From an optimization exercise on the open Yosys and OpenROAD flow, aimed at small area; shortcuts taken in it are not production practice.
Only simulation tests tie the RTL to the original design; equivalence was not proved.
No activity file was given, so power comes from the tool's default toggle rates. The clock port is modelled as an ideal driver; clocking choices that lean on that would not hold on a real chip.

// filters
module filters
(
	CLK,
	RST,
	HSync,
	VDE,
	Display,
	RGBin,
	Threshold,
	ProcessOut,
	DisplayOut
);
For scale: roughly 3100 cells after synthesis, roughly 1300 flip-flops, ~67 I/O pins.
export LEC_CHECK = 0
export CAP_MARGIN = 20
export CORE_MARGIN = 2
export CORE_UTILIZATION = 70
export PLACE_DENSITY = 0.8
export SLEW_MARGIN = 20
create_clock -name core_clock -period 12.0 [get_ports {CLK}]
standard.sh (not shown) runs the stock make flow with config.mk's settings and CLKGATE_MAP_FILE= SYNTH_SCRIPT=/design/flow/synth_recipe.tcl, a recipe that flattens the netlist after the stock synthesis.
==> flow/flow/run.sh <==
#!/bin/bash
set -euo pipefail
export BUFFER_PORTS_ARGS="-buffer_cell sky130_fd_sc_hd__buf_1"
export CTS_ARGS="-sink_clustering_enable -repair_clock_nets -buf_list sky130_fd_sc_hd__clkbuf_16 -sink_clustering_size 36 -sink_clustering_max_diameter 60"
bash standard.sh > standard.log 2>&1
The starting point completed without violations.
Change:
==> flow/run.sh (new file) <==
#!/bin/bash
# synth_recipe.tcl (not shown) runs the flow's synth.tcl, then flattens the netlist and writes it again
# the make line also repeats each setting of config.mk as NAME=value (left out here)
make -C /OpenROAD-flow-scripts/flow DESIGN_CONFIG=/design/flow/config.mk WORK_HOME=/design/flow/orfs CLKGATE_MAP_FILE= SYNTH_SCRIPT=/design/flow/synth_recipe.tcl finish
Settings changed: ABC_AREA set to 1, CTS_BUF_LIST set to sky130_fd_sc_hd__clkbuf_16, CTS_CLUSTER_DIAMETER set to 80, CTS_CLUSTER_SIZE set to 30.
removed: flow/flow/run.sh
removed: flow/standard.sh
Outcome:
- setup slack loses 0.62 ns
- utilization decreases by 0.19 points
- hold slack gains 0.021 ns
- clock power decreases by about 13%
- non-clock buffer count is unchanged
- wire length decreases by about 1.7%
- design area hardly moves
- sequential cell count stays the same


filters, a different RTL version from the one above (not shown whole).
For scale: roughly 3100 cells after synthesis, roughly 36000 um^2 of cells after synthesis.
// filters
module filters
(
	CLK,
	RST,
	HSync,
	VDE,
	Display,
	RGBin,
	Threshold,
	ProcessOut,
	DisplayOut
);
export LEC_CHECK = 0
export CAP_MARGIN = 0
export CORE_MARGIN = 2
export CORE_UTILIZATION = 70
export PLACE_DENSITY = 0.8
export SLEW_MARGIN = 0
create_clock -name core_clock -period 12.0 [get_ports {CLK}]
==> flow/flow/run.sh <==
#!/bin/bash
set -euo pipefail
export BUFFER_PORTS_ARGS="-buffer_cell sky130_fd_sc_hd__buf_1"
export CTS_ARGS="-sink_clustering_enable -repair_clock_nets -dont_use_dummy_load -buf_list sky130_fd_sc_hd__clkbuf_16 -sink_clustering_size 33 -sink_clustering_max_diameter 90"
bash standard.sh > standard.log 2>&1
The first run passed the timing, design-rule and antenna checks.
Then changed:
==> flow/flow/run.sh (replaced) <==
#!/bin/bash
set -euo pipefail
export BUFFER_PORTS_ARGS="-buffer_cell sky130_fd_sc_hd__buf_1"
export CTS_ARGS="-sink_clustering_enable -repair_clock_nets -dont_use_dummy_load -buf_list sky130_fd_sc_hd__clkbuf_16 -sink_clustering_size 33 -sink_clustering_max_diameter 90 -root_buf sky130_fd_sc_hd__clkbuf_8 -tree_buf sky130_fd_sc_hd__clkbuf_8"
bash standard.sh > standard.log 2>&1
CAP_MARGIN = 10   (was 0)
SLEW_MARGIN = 10   (was 0)
Effect: The new run finished with timing, DRC and antenna clean; worst setup slack loses 0.034 ns; hold slack is about the same; sequential share of layout area stays flat; wire length hardly moves; final cell count hardly moves; first-iteration DRC count rises by a few percent; fmax drops slightly; design area hardly moves; core utilization hardly moves; non-clock buffer count grows by 1; count of clock-buffer cells in the layout does not change.
Then changed:
==> flow/flow/run.sh (replaced) <==
#!/bin/bash
# The standard layout (standard.sh) with two changes:
#  - the ports are buffered with the smallest buffer cell, buf_1, instead of
#    the cell buffer_ports picks by default;
#  - clock tree synthesis puts up to 33 flip-flops (within 90 um) on each leaf clkbuf_16
#    and inserts no dummy loads.
# make's full output goes to standard.log in this folder; ORFS writes each
# step's own log under orfs/logs/.
set -euo pipefail
export BUFFER_PORTS_ARGS="-buffer_cell sky130_fd_sc_hd__buf_1"
export CTS_ARGS="-sink_clustering_enable -repair_clock_nets -buf_list sky130_fd_sc_hd__clkbuf_16 -sink_clustering_size 33 -sink_clustering_max_diameter 90 -dont_use_dummy_load"
bash standard.sh > standard.log 2>&1
CAP_MARGIN = 20   (was 10)
SLEW_MARGIN = 20   (was 10)
Outcome: The changed run finished with timing, DRC and antenna clean; design area barely changes; non-clock buffer count grows by 1; power rose by 0.87%; clock-buffer cell count does not change; sequential share of layout area went down by 0.18 points; sequential power is about the same; synthesized cell count stays the same.
Then changed:
==> flow/run.sh (new file) <==
#!/bin/bash
# synth_recipe.tcl (not shown) runs the flow's synth.tcl, then flattens the netlist and writes it again
# the make line also repeats each setting of config.mk as NAME=value (left out here)
make -C /OpenROAD-flow-scripts/flow DESIGN_CONFIG=/design/flow/config.mk WORK_HOME=/design/flow/orfs CLKGATE_MAP_FILE= SYNTH_SCRIPT=/design/flow/synth_recipe.tcl finish
CTS_BUF_LIST = sky130_fd_sc_hd__clkbuf_16   (was default)
CTS_CLUSTER_DIAMETER = 80   (was default)
CTS_CLUSTER_SIZE = 30   (was default)
removed: flow/flow/run.sh
removed: flow/standard.sh
Worst setup slack is worse by 0.69 ns; utilization rose by 1.2 points; via count rose by 0.37%.


Setup of exp/juniper:
Starting RTL as in the previous note.
// filters
module filters
(
	CLK,
	RST,
	HSync,
	VDE,
	Display,
	RGBin,
	Threshold,
	ProcessOut,
	DisplayOut
);
==> flow/config.mk <==
export PLATFORM = sky130hd
export DESIGN_NAME = filters
export DESIGN_NICKNAME = filters
export VERILOG_FILES = /design/flow/design.v
export SDC_FILE = /design/flow/constraint.sdc
export NUM_CORES = 4
export LEC_CHECK = 0
export CAP_MARGIN = 20
export CORE_MARGIN = 2
export CORE_UTILIZATION = 70
export PLACE_DENSITY = 0.8
export SLEW_MARGIN = 20
==> flow/constraint.sdc <==
create_clock -name core_clock -period 12.0 [get_ports {CLK}]
set_input_delay 2.4000 -clock core_clock [delete_from_list [all_inputs] [get_ports {CLK}]]
set_output_delay 2.4000 -clock core_clock [all_outputs]
set_load 0.01 [all_outputs]
==> flow/flow/run.sh <==
#!/bin/bash
set -euo pipefail
export BUFFER_PORTS_ARGS="-buffer_cell sky130_fd_sc_hd__buf_1"
export CTS_ARGS="-sink_clustering_enable -repair_clock_nets -dont_use_dummy_load -buf_list sky130_fd_sc_hd__clkbuf_16 -sink_clustering_size 33 -sink_clustering_max_diameter 90 -root_buf sky130_fd_sc_hd__clkbuf_8 -tree_buf sky130_fd_sc_hd__clkbuf_8"
bash standard.sh > standard.log 2>&1
Modified inputs, exp/delta compared to exp/juniper
==> flow/flow/run.sh <==
#!/bin/bash
# The standard layout (standard.sh) with two changes:
#  - the ports are buffered with the smallest buffer cell, buf_1, instead of
#    the cell buffer_ports picks by default;
#  - clock tree synthesis puts up to 30 flip-flops on each leaf clkbuf_16
#    and inserts no dummy loads.
# make's full output goes to standard.log in this folder; ORFS writes each
# step's own log under orfs/logs/.
set -euo pipefail
export BUFFER_PORTS_ARGS="-buffer_cell sky130_fd_sc_hd__buf_1"
export CTS_ARGS="-sink_clustering_enable -repair_clock_nets -buf_list sky130_fd_sc_hd__clkbuf_16 -sink_clustering_size 30 -sink_clustering_max_diameter 80 -dont_use_dummy_load"
bash standard.sh > standard.log 2>&1
Results
Comparing exp/juniper and exp/delta, the lower number of design-rule violations left by the first detailed-router iteration was measured on exp/juniper. Comparing exp/juniper and exp/delta, the lower time the final worst path needs with I/O delays and setup is on exp/delta. Re storage element area: no difference whatsoever between exp/juniper and exp/delta.
Relative to exp/delta, the following input files were edited for exp/fjord:
==> flow/flow/run.sh <==
#!/bin/bash
set -euo pipefail
export BUFFER_PORTS_ARGS="-buffer_cell sky130_fd_sc_hd__buf_1"
export CTS_ARGS="-sink_clustering_enable -repair_clock_nets -buf_list sky130_fd_sc_hd__clkbuf_16 -dont_use_dummy_load -sink_clustering_size 33 -sink_clustering_max_diameter 90"
bash standard.sh > standard.log 2>&1
--- outcome ---
- Comparing exp/delta against exp/fjord, there is no change at all in compound-cell area share of the yosys netlist.
- Against exp/delta, exp/fjord reports a sequential share of layout area that is higher.
- exp/fjord ends up with a sequential group share of total power that is 0.6 points higher than in exp/delta.
- exp/fjord and exp/delta ended up with roughly the same global-route usage.
- The worst hold slack on exp/delta is in line with that on exp/fjord.


RTL: one of the versions met above, not the one the previous note started from.
For scale: ~3100 cells after synthesis, roughly 1300 flip-flops.
==> flow/config.mk <==
export PLATFORM = sky130hd
export DESIGN_NAME = filters
export DESIGN_NICKNAME = filters
export VERILOG_FILES = /design/flow/design.v
export SDC_FILE = /design/flow/constraint.sdc
export NUM_CORES = 4
export LEC_CHECK = 0
export CAP_MARGIN = 20
export CORE_MARGIN = 2
export CORE_UTILIZATION = 70
export PLACE_DENSITY = 0.8
export SLEW_MARGIN = 20
==> flow/constraint.sdc <==
create_clock -name core_clock -period 12.0 [get_ports {CLK}]
set_input_delay 2.4000 -clock core_clock [delete_from_list [all_inputs] [get_ports {CLK}]]
set_output_delay 2.4000 -clock core_clock [all_outputs]
set_load 0.01 [all_outputs]
==> flow/flow/run.sh <==
#!/bin/bash
set -euo pipefail
export BUFFER_PORTS_ARGS="-buffer_cell sky130_fd_sc_hd__buf_1"
export CTS_ARGS="-sink_clustering_enable -repair_clock_nets -buf_list sky130_fd_sc_hd__clkbuf_16 -sink_clustering_size 30 -sink_clustering_max_diameter 80 -dont_use_dummy_load"
bash standard.sh > standard.log 2>&1
The first run completed with no timing, DRC or antenna violations.
==> next run, changes <==
==> flow/flow/run.sh (replaced) <==
#!/bin/bash
set -euo pipefail
export BUFFER_PORTS_ARGS="-buffer_cell sky130_fd_sc_hd__buf_1"
export CTS_ARGS="-sink_clustering_enable -repair_clock_nets -buf_list sky130_fd_sc_hd__clkbuf_16 -sink_clustering_size 40 -sink_clustering_max_diameter 50"
bash standard.sh > standard.log 2>&1
The new run passed the timing, design-rule and antenna checks; die area stays the same; worst hold slack is worse by 0.0059 ns; sequential share of layout area falls by 2.0 points.
==> next run, changes <==
==> flow/run.sh (new file) <==
#!/bin/bash
# synth_recipe.tcl (not shown) runs the flow's synth.tcl, then flattens the netlist and writes it again
# the make line also repeats each setting of config.mk as NAME=value (left out here)
make -C /OpenROAD-flow-scripts/flow DESIGN_CONFIG=/design/flow/config.mk WORK_HOME=/design/flow/orfs CLKGATE_MAP_FILE= SYNTH_SCRIPT=/design/flow/synth_recipe.tcl finish
CAP_MARGIN = 0   (was 20)
CTS_BUF_LIST = sky130_fd_sc_hd__clkbuf_16   (was not set)
CTS_CLUSTER_DIAMETER = 80   (was not set)
CTS_CLUSTER_SIZE = 30   (was not set)
SLEW_MARGIN = 0   (was 20)
removed: flow/flow/run.sh
removed: flow/standard.sh
Result:
- total power shrinks by 8.2%
- cell area fell by 1.9%
- wire length falls by 3.4%
- register-to-register slack gains 0.23 ns
- critical path depth does not change
- die area stays the same

separate check: timing with driven ports:
In the flow no input, the clock included, has a driving cell. The finished layouts below were timed again as built, in two steps. Step 1 assumes that a clkbuf_16 drives the clock port and a buf_2 every other input. Step 2 moves the port delays by t, midway between the first and last clock arrival at a register: inputs arrive t later, outputs are due t later. That takes back most of the time a late clock gives input paths. Three values: ideal, step 1, step 2; two values: the first two.
| run | t (ns) | setup slack, ns | latest minus earliest clock arrival (ns) |
|---|---|---|---|
| the first run of note 1 | 0.690 | 1.208 / 1.178 / 1.178 | 0.045 / 0.045 |
| the second run of note 1 | 0.675 | 0.591 / 0.564 / 0.564 | 0.041 / 0.042 |
| the first run of note 2 | 0.645 | 1.386 / 1.353 / 1.353 | 0.064 / 0.065 |
| the second run of note 2 | 0.743 | 1.351 / 1.321 / 1.321 | 0.080 / 0.080 |
| the third run of note 2 | 0.645 | 1.368 / 1.338 / 1.338 | 0.065 / 0.064 |
| the fourth run of note 2 | 0.670 | 0.675 / 0.640 / 0.640 | 0.023 / 0.024 |
| exp/juniper | 0.744 | 1.352 / 1.323 / 1.323 | 0.080 / 0.080 |
| exp/delta | 0.650 | 1.363 / 1.337 / 1.337 | 0.066 / 0.066 |
| exp/fjord | 0.645 | 1.368 / 1.338 / 1.338 | 0.065 / 0.064 |
| the first run of note 4 | 0.652 | 1.192 / 1.162 / 1.162 | 0.047 / 0.046 |
| the second run of note 4 | 0.685 | 1.215 / 1.185 / 1.185 | 0.036 / 0.036 |
| the third run of note 4 | 0.667 | 0.453 / 0.413 / 0.413 | 0.025 / 0.025 |
After both steps setup and hold are still met in every run listed. The setup slack of the third run of note 4, which loses most, moves by -0.040 ns with the drivers and by -0.040 ns with both steps.
